This is an optimization exercise on Yosys and OpenROAD, whose aim is small area and a short achievable clock period, not a production implementation. Function was not checked in any run shown here: the RTL went through the layout flow alone. Power figures rest on the tool's default switching activity, not on a simulated workload.

==> flow/design.v, too long to show whole: its modules and the start of the top module <==
// module user_logic: 1544 lines
// module mul_fa: 4 lines
// module mul_ha: 4 lines
// module mul_ao22: 3 lines
// module mul_x2: 3 lines
// module mul_omux: 3 lines
module user_logic
(
  Bus2IP_Clk,                      
  Bus2IP_Reset,                    
  Bus2IP_Data,                     
  Bus2IP_BE,                       
  Bus2IP_RdCE,                     
  Bus2IP_WrCE,                     
  IP2Bus_Data,                     
  IP2Bus_RdAck,                    
  IP2Bus_WrAck,                    
  IP2Bus_Error                     
);
  // ...
==> flow/run.sh <==
#!/bin/bash
# synth_recipe.tcl (not shown) runs the flow's synth.tcl, then flattens the netlist and writes it again
# the make line also repeats each setting of config.mk as NAME=value (left out here)
make -C /OpenROAD-flow-scripts/flow DESIGN_CONFIG=/design/flow/config.mk WORK_HOME=/design/flow/orfs CLKGATE_MAP_FILE= SYNTH_SCRIPT=/design/flow/synth_recipe.tcl finish
==> flow/config.mk <==
export PLATFORM = sky130hd
export DESIGN_NAME = user_logic
export DESIGN_NICKNAME = user_logic
export VERILOG_FILES = /design/flow/design.v
export SDC_FILE = /design/flow/constraint.sdc
export NUM_CORES = 4
export LEC_CHECK = 0
export ABC_AREA = 0
export CAP_MARGIN = 20
export CORE_MARGIN = 2
export CORE_UTILIZATION = 40
export SETUP_SLACK_MARGIN = 4.0
export SLEW_MARGIN = 20
export SYNTH_HIERARCHICAL = 1
export SYNTH_MINIMUM_KEEP_SIZE = 0
==> flow/constraint.sdc <==
create_clock -name core_clock -period 8.0 [get_ports {Bus2IP_Clk}]
set_input_delay 1.6000 -clock core_clock [delete_from_list [all_inputs] [get_ports {Bus2IP_Clk}]]
set_output_delay 1.6000 -clock core_clock [all_outputs]
set_load 0.01 [all_outputs]
==> summary.md, run 1 <==
| Metric | Value |
|---|---|
| FF-to-FF End | p29_2$_DFF_P_ |
| R2R setup slack | 4.10 ns |
| Count of final max-slew check failures | 0 |
| Yosys reg bits | 170 |
| GRT busiest layer | met2 |
| Seq area share | 0.1829 |
| Top cells by count, synth | xor2_1, a22o_1, fa_1 |
| Met2 Wirelength | around 26000 um |
| Maximum vdd drop | around 0.16 mV |
| Max-slew headroom | 0.2440 |
| Post-DP Area | 0.01754 mm^2 |
| Ordered cell list for the critical path | buf_8 > buf_12 > xor2_4 > o21ai_4 > buf_6 > buf_12 > buf_16 > nor2_1 > buf_2 |
| Storage element area | 0.003433 mm^2 |
| Final Skew | ~0.018 ns |
| Setup WS pre-CTS | between 2 and 2.5 ns |
| Number of multi-input logic gates | 1325 |
| RSZ-0062 raised after global routing | true |
| Worst-Margin Slew | roughly 1.1 ns |
| Fill count | between 3000 and 4000 |
| N_taps | roughly 520 |
| Drt wl/cell | 26.33 um |
| FFs & Latches | 170 |
| Clock buffer count | 18 |
| Clk slew on worst S/H paths | around 0.070 ns |
| CORE AREA | between 0.03 and 0.04 mm^2 |
| Routability cong. | around 0.89 |
| Max power group | sequential cells |
| Setup violations, final | 0 |
| Ant. Diodes | 1 |
| MaxCap Viol Count | 0 |
| Most frequent cells in the layout | xor2_1, a22o_1, fa_1 |
| Outcome | complete, no violations |
| Sequential area share after synthesis | 0.2157 |
| Average cell area after synthesis | between 10 and 15 um^2 |
| Syn Inst Count | approximately 1500 |
==> module mul_omux, before the edit <==
module mul_omux (input bad, input s0, input s1, input s2, input d0, input d1, input d2, output y);
  assign y = ~bad & ((s0 & d0) | (s1 & d1) | (s2 & d2));
endmodule
==> inputs of run 2 (changes only) <==
--- a/flow/design.v
+++ b/flow/design.v
@@ -1527,20 +1527,25 @@
   mul_x2 u_n1038 (.a(n1037), .b(n1035), .y(n1038));
   wire [31:0] prod = {n1038, n1034, n1030, n1026, n1022, n1018, n1014, n1010, n1008, n1003, n1002, n998, n996, n994, n992, n989, n988, p14_0, n986, p12_0, p11_0, p10_0, p9_0, p8_0, p7_0, p6_0, p5_0, p4_0, p3_0, p2_0, p1_0, p0_0} + {1'b0, n1031, 1'b0, n1023, 1'b0, n1015, 1'b0, n1009, 1'b0, n1004, 1'b0, n997, 1'b0, n993, 1'b0, n990, 1'b0, n987, 1'b0, p12_1, 1'b0, p10_1, 1'b0, p8_1, p7_1, 1'b0, 1'b0, 1'b0, 1'b0, 1'b0, 1'b0, 1'b0};
   always @(posedge Bus2IP_Clk) begin
     if (Bus2IP_Reset | rst_d)
       slv_reg2 <= 0;
     else
       slv_reg2 <= {prod[31], prod[30], prod[29], prod[28], prod[27], prod[26], prod[25], prod[24], prod[23], prod[22], prod[21], prod[20], prod[19], prod[18], prod[17], prod[16], prod[15], prod[14], prod[13], prod[12], prod[11], prod[10], prod[9], prod[8], prod[7], prod[6], prod[5], prod[4], prod[3], prod[2], prod[1], prod[0]};
   end
-  wire rd_bad = ~((Bus2IP_RdCE == 3'b100) | (Bus2IP_RdCE == 3'b010) | (Bus2IP_RdCE == 3'b001));
   genvar gi;
   generate for (gi = 0; gi < 32; gi = gi + 1) begin : g_rd
-    mul_omux u_omux (.bad(rd_bad), .s0(Bus2IP_RdCE[0]), .s1(Bus2IP_RdCE[1]), .s2(Bus2IP_RdCE[2]),
+    wire many;
+    if (gi % 8 == 0) begin : g_dec
+      mul_maj3 u_many (.a(Bus2IP_RdCE[0]), .b(Bus2IP_RdCE[1]), .c(Bus2IP_RdCE[2]), .y(many));
+    end else begin : g_use
+      assign many = g_rd[gi - gi % 8].many;
+    end
+    mul_omux u_omux (.many(many), .s0(Bus2IP_RdCE[0]), .s1(Bus2IP_RdCE[1]), .s2(Bus2IP_RdCE[2]),
                      .d0(slv_reg0[gi]), .d1(slv_reg1[gi]), .d2(slv_reg2[gi]), .y(IP2Bus_Data[gi]));
   end endgenerate
   assign IP2Bus_WrAck = Bus2IP_WrCE[0] | Bus2IP_WrCE[1] | Bus2IP_WrCE[2];
   assign IP2Bus_RdAck = Bus2IP_RdCE[0] | Bus2IP_RdCE[1] | Bus2IP_RdCE[2];
   assign IP2Bus_Error = 1'b0;
 endmodule
 module mul_fa (input a, input b, input c, output s, output co);
   assign s  = a ^ b ^ c;
@@ -1551,11 +1556,14 @@
   assign co = a & b;
 endmodule
 module mul_ao22 (input a, input b, input c, input d, output y);
   assign y = (a & b) | (c & d);
 endmodule
 module mul_x2 (input a, input b, output y);
   assign y = a ^ b;
 endmodule
-module mul_omux (input bad, input s0, input s1, input s2, input d0, input d1, input d2, output y);
-  assign y = ~bad & ((s0 & d0) | (s1 & d1) | (s2 & d2));
+module mul_maj3 (input a, input b, input c, output y);
+  assign y = (a & b) | (a & c) | (b & c);
+endmodule
+module mul_omux (input many, input s0, input s1, input s2, input d0, input d1, input d2, output y);
+  assign y = ~many & ((s0 & d0) | (s1 & d1) | (s2 & d2));
 endmodule
==> run 2 against run 1 <==
Against the previous run:
- still clean on timing, DRC and antenna
- design area decreased by 0.39%
- combinational power decreased by 2%
- synthesized cell count decreased by 1.1%
- sequential power about the same
- fmax increased by 3.6%
- die area decreased by 0.39%
- critical endpoint unchanged
==> summary.md, run 2 <==
| Metric | Value |
|---|---|
| Crit-path max FO | 8 (was 5) |
| Count of final max-slew check failures | 0 (unchanged) |
| Vias in the first global route | 13690 (was 13670) |
| 1st-pass router iterations | 9 (was 7) |
| H-tree levels | 4 (unchanged) |
| Hold_sp | p2_0$_DFF_P_ (was p0_0$_DFF_P_) |
| Commonest non-fill, non-tap cell in the layout | xor2_1 (unchanged) |
| Placed wire-length estimate | 37200 um (was 37020 um) |
| Tightest Hold Check Type | reg2reg (unchanged) |
| Max-slew headroom | 0.2330 (was 0.2440) |
| Share of cells above drive strength 1 | 0.1231 (was 0.1293) |
| Synth top area share | 0.2726 (was 0.2715) |
| R2R setup slack | 4.11 ns (was 4.10 ns) |
| Setup WS pre-CTS | 2.517 ns (was 2.360 ns) |
| Top cells by count, synth | xor2_1, a22o_1, fa_1 (unchanged) |
| DRC | 0 (unchanged) |
| Largest net degree at the start of global routing | 71 (was 69) |
| Iteration-0 DRC Markers | 1439 (was 1546) |
| Sequential area share after synthesis | 0.2165 (was 0.2157) |
| Yosys reg bits | 170 (unchanged) |
| Syn Inst Count | 1510 (was 1527) |
| Ys flop type | dfxtp_1 (unchanged) |
| Setup Crit Path Kind | in2out (unchanged) |
| Simple-gate portion of the synthesized area | 0.09553 (was 0.09903) |
| First-pass GRT wire length | 85080 um (was 86220 um) |
| Post-Syn Nets | 1784 (was 1801) |
| CTS Hold Bufs | 0 (unchanged) |
| Main combinational cell family by area after synthesis | adder cells (unchanged) |
| Num CTS Buffers | 17 (unchanged) |
| Most frequent cells in the layout | xor2_1, a22o_1, fa_1 (unchanged) |
| Mapped Area | 0.01572 mm^2 (was 0.01578 mm^2) |
| Hold Crit Depth | 1 (unchanged) |
| Routed via count | 13340 (about the same) |
| IO Pins | 79 (unchanged) |
| CP max stage delay | 0.37 ns (was 0.19 ns) |
| Post-synthesis mux area share | 0.002627 (was 0.001982) |
| Critical Path RT | 6.40 ns (about the same) |
| Fin worst setup slack | 3.788 ns (was 3.636 ns) |
| Endpoints failing hold | 0 (unchanged) |
| CORE AREA | 0.03874 mm^2 (was 0.03883 mm^2) |
| Initial antenna violation count | 0 (unchanged) |
| Synth cell types | 54 (was 53) |
| Reg2reg start | slv_reg1[24]$_SDFFE_PP0P_ (was slv_reg1[30]$_SDFFE_PP0P_) |
| RSZ-0062 raised after global routing | true (unchanged) |
| Area of the multi-input gates | 0.01247 mm^2 (was 0.01253 mm^2) |
| Largest registers | slv_reg0 (32), slv_reg1 (32), slv_reg2 (32) (unchanged) |
| Slowest stage cell, crit path | maj3_4 (was o21ai_4) |
| Fin nets | 1934 (was 1947) |
| Crit start category | input pin (unchanged) |
| Final Critical Period | 4.212 ns (was 4.364 ns) |
| Total track usage | 0.2785 (was 0.2834) |
| DR vias/cell | 6.086 (was 6.048) |
| Area grow syn2layout | 18.96% (was 18.95%) |
| Post-synthesis adder-cell area fraction | 0.2882 (was 0.2842) |
| Setup violations, final | 0 (unchanged) |
| CTS Buffer Depth | 2 (unchanged) |
| Final Skew | 0.01433 ns (was 0.01763 ns) |
| Grt ovf | 0 (unchanged) |
| Post-DP Area | 0.01746 mm^2 (was 0.01754 mm^2) |
| Synth Area in Compound Gates | 0.2143 (was 0.2165) |
| Fill count | 3661 (was 3553) |
| Critical path buffers and inverters | 4 (was 6) |
| Synth async-reset ratio | 0 (unchanged) |
| Largest area contributor in the netlist | fa_1 (unchanged) |
| Routability cong. | 0.8687 (was 0.8908) |
| Outcome | complete, no violations (unchanged) |
| Die H | 202.2 um (was 202.6 um) |
| Drt wl/cell | 25.92 um (was 26.33 um) |
| Cell mode on critical path | buf_12 (unchanged) |
| EDFF count, synth | 0 (unchanged) |
| Final Cell Area | 0.01870 mm^2 (was 0.01877 mm^2) |
| Storage element area | 0.003432 mm^2 (was 0.003433 mm^2) |
| Clk sink count | 170 (unchanged) |
| Crit path max-delay family | buffers and inverters (unchanged) |
| Clk Tree Root Cell | clkbuf_16 (unchanged) |
| ANT nets after route | 0 (unchanged) |
| Max Freq | 0.2374 GHz (was 0.2291 GHz) |
| Die area | 0.04090 mm^2 (was 0.04105 mm^2) |
| Final Cycle Share | 0.5265 (was 0.5455) |
| Worst skew pair latency | 0.45 ns (about the same) |
| Maximum vdd drop | 0.1480 mV (was 0.1550 mV) |
| CTS tree | built (unchanged) |
| Average cell area after synthesis | 10.41 um^2 (was 10.33 um^2) |
| Top post-synthesis cells by area | fa_1, dfxtp_1, xor2_1 (unchanged) |
| Initial core utilization | 0.4057 (was 0.4064) |
| Sink of the worst hold path | slv_reg2[29]$_SDFF_PP0_ (was slv_reg2[31]$_SDFF_PP0_) |
| Setup TNS | 0 ns (unchanged) |
| Most frequent cell after synthesis | xor2_1 (unchanged) |
| Worst-Margin Slew | 1.149 ns (was 1.132 ns) |
| Synth Area in XOR/XNOR | 0.1755 (was 0.1737) |
| Worst setup EP type | output port (unchanged) |
| DIE WIDTH | 202.2 um (was 202.6 um) |
| PD cells | 126.1 mW/mm^2 (was 126.6 mW/mm^2) |
| Routed wire length | 56820 um (was 58060 um) |
| FF-to-FF End | p31_1$_DFF_P_ (was p29_2$_DFF_P_) |
| Row count | 72 (unchanged) |
| Synth warnings | 7 (unchanged) |
| LEAKAGE | 9.584 nW (was 9.507 nW) |
| MaxCap Viol Count | 0 (unchanged) |
| R2R depth | 11 (was 8) |
| Ordered cell list for the critical path | buf_12 > buf_12 > maj3_4 > buf_12 > nor2_2 > buf_2 (was buf_8 > buf_12 > xor2_4 > o21ai_4 > buf_6 > buf_12 > buf_16 > nor2_1 > buf_2) |
| IO Port Bufs | 77 (unchanged) |
| Critical Path AT | 2.61 ns (was 2.76 ns) |
| Clk slew on worst S/H paths | 0.07 ns (about the same) |
-- run 2: what timing repair did --
item | in CTS | in global routing
setup buffers | 24 | 8
gates resized for setup | 226 | 16
pin swaps | 49 | 18
gates cloned | 7 | 0
endpoints found under the setup margin | 72 | 43
-- run 2: metrics by stage --
stage                       util  cells  power (W)  hold WS [ns]
final                     0.4827   2192   0.002358        0.4270
after global placement    0.4505   2120   0.001514        0.4096
after floorplan                -   1510   0.001293        0.4057
after detailed placement  0.4506   2120   0.001524        0.4122
after CTS                 0.4780   2183   0.002359        0.4297
after global routing      0.4826   2191   0.002457        0.4469
-- run 2: layer usage --
metal	GRT usage	vias up	routed length, um	part of all wire
met5	0	-	0	0
li1	-	5722	-	-
met1	0.3591	6698	22700	0.40
met2	0.4390	772	26050	0.46
met3	0.06998	149	5800	0.10
met4	0.1322	0	2274	0.040
-- run 2: final cells by class --
| class | count | area share |
|---|---|---|
| Antenna cell | 1 | 0.0001338 |
| Clock buffer | 20 | 0.02389 |
| Clock inverter | 12 | 0.005487 |
| Inverter | 6 | 0.001204 |
| Multi-Input combinational cell | 1313 | 0.6670 |
| Sequential cell | 170 | 0.1836 |
| Tap cell | 518 | 0.03466 |
| Timing Repair Buffer | 152 | 0.08411 |
-- run 2: how the worst max path moves through the flow --
stage	start	endpoint	slack [ns]	cells past startpoint
global placement	Bus2IP_RdCE[2]	IP2Bus_Data[22]	2.56	5
detailed placement	Bus2IP_RdCE[2]	IP2Bus_Data[17]	2.52	5
floorplan	slv_reg1[30]$_SDFFE_PP0P_	p31_1$_DFF_P_	4.03	9
global route	Bus2IP_RdCE[0]	IP2Bus_Data[28]	3.76	6
finish	Bus2IP_RdCE[1]	IP2Bus_Data[15]	3.79	6
CTS	Bus2IP_RdCE[0]	IP2Bus_Data[14]	3.79	6
-- run 2: report_power, final --
group,internal [W],total (W),switching [W]
clock network,0.000414,0.000799,0.000385
logic,0.000233,0.000589,0.000355
registers,0.000907,0.000969,0.0000626
-- run 2: cells by family (layout without fill, tap and decap cells) --
family                     Yosys count  in the layout
DFF                                170            170
xor gates and xnor gates           315            316
AOI/OAI and AO/OA                  423            423
other                                1              2
muxes                                4              4
and+or+nand+nor                    335            335
buffers and inverters               28            190
adders and majority gates          234            234
-- run 2: Yosys stat by module (local to each module, per instance) --
| module | cells inside | copies in the design | flip-flops and latches |
|---|---|---|---|
| mul_ao22 | 1 | 256 | 0 |
| mul_fa | 1 | 213 | 0 |
| mul_ha | 1 | 3 | 0 |
| mul_maj3 | 1 | 4 | 0 |
| mul_omux | 2 | 32 | 0 |
| mul_x2 | 1 | 286 | 0 |
| user_logic | 684 | 1 | 170 |

-- what the ideal ports hide --
In the flow no input, the clock included, has a driving cell. The finished layouts below were timed again as built, in two steps. Step 1, drivers: a clkbuf_16 drives Bus2IP_Clk and a buf_2 each remaining input, both assumed. Step 2 moves the port delays by t, midway between the first and last clock arrival at a register: inputs arrive t later, outputs are due t later. That takes back most of the time a late clock gives input paths. Three values: ideal ports, drivers, drivers and shift; two values: the first two.
| run | t, ns | setup slack, ns | worst setup path at the end | worst data-port slew with drivers (ns) | pins driven straight from the clock port |
|---|---|---|---|---|---|
| run 1 | 0.495 | 3.636 / 3.593 / 3.593 | input to output | 0.07 | 1 |
| run 2 | 0.495 | 3.788 / 3.666 / 3.666 | input to output | 0.19 | 1 |
After both steps setup and hold are still met in every run listed. The setup slack of run 2, which loses most, moves by -0.122 ns with the drivers and by -0.122 ns with both steps.
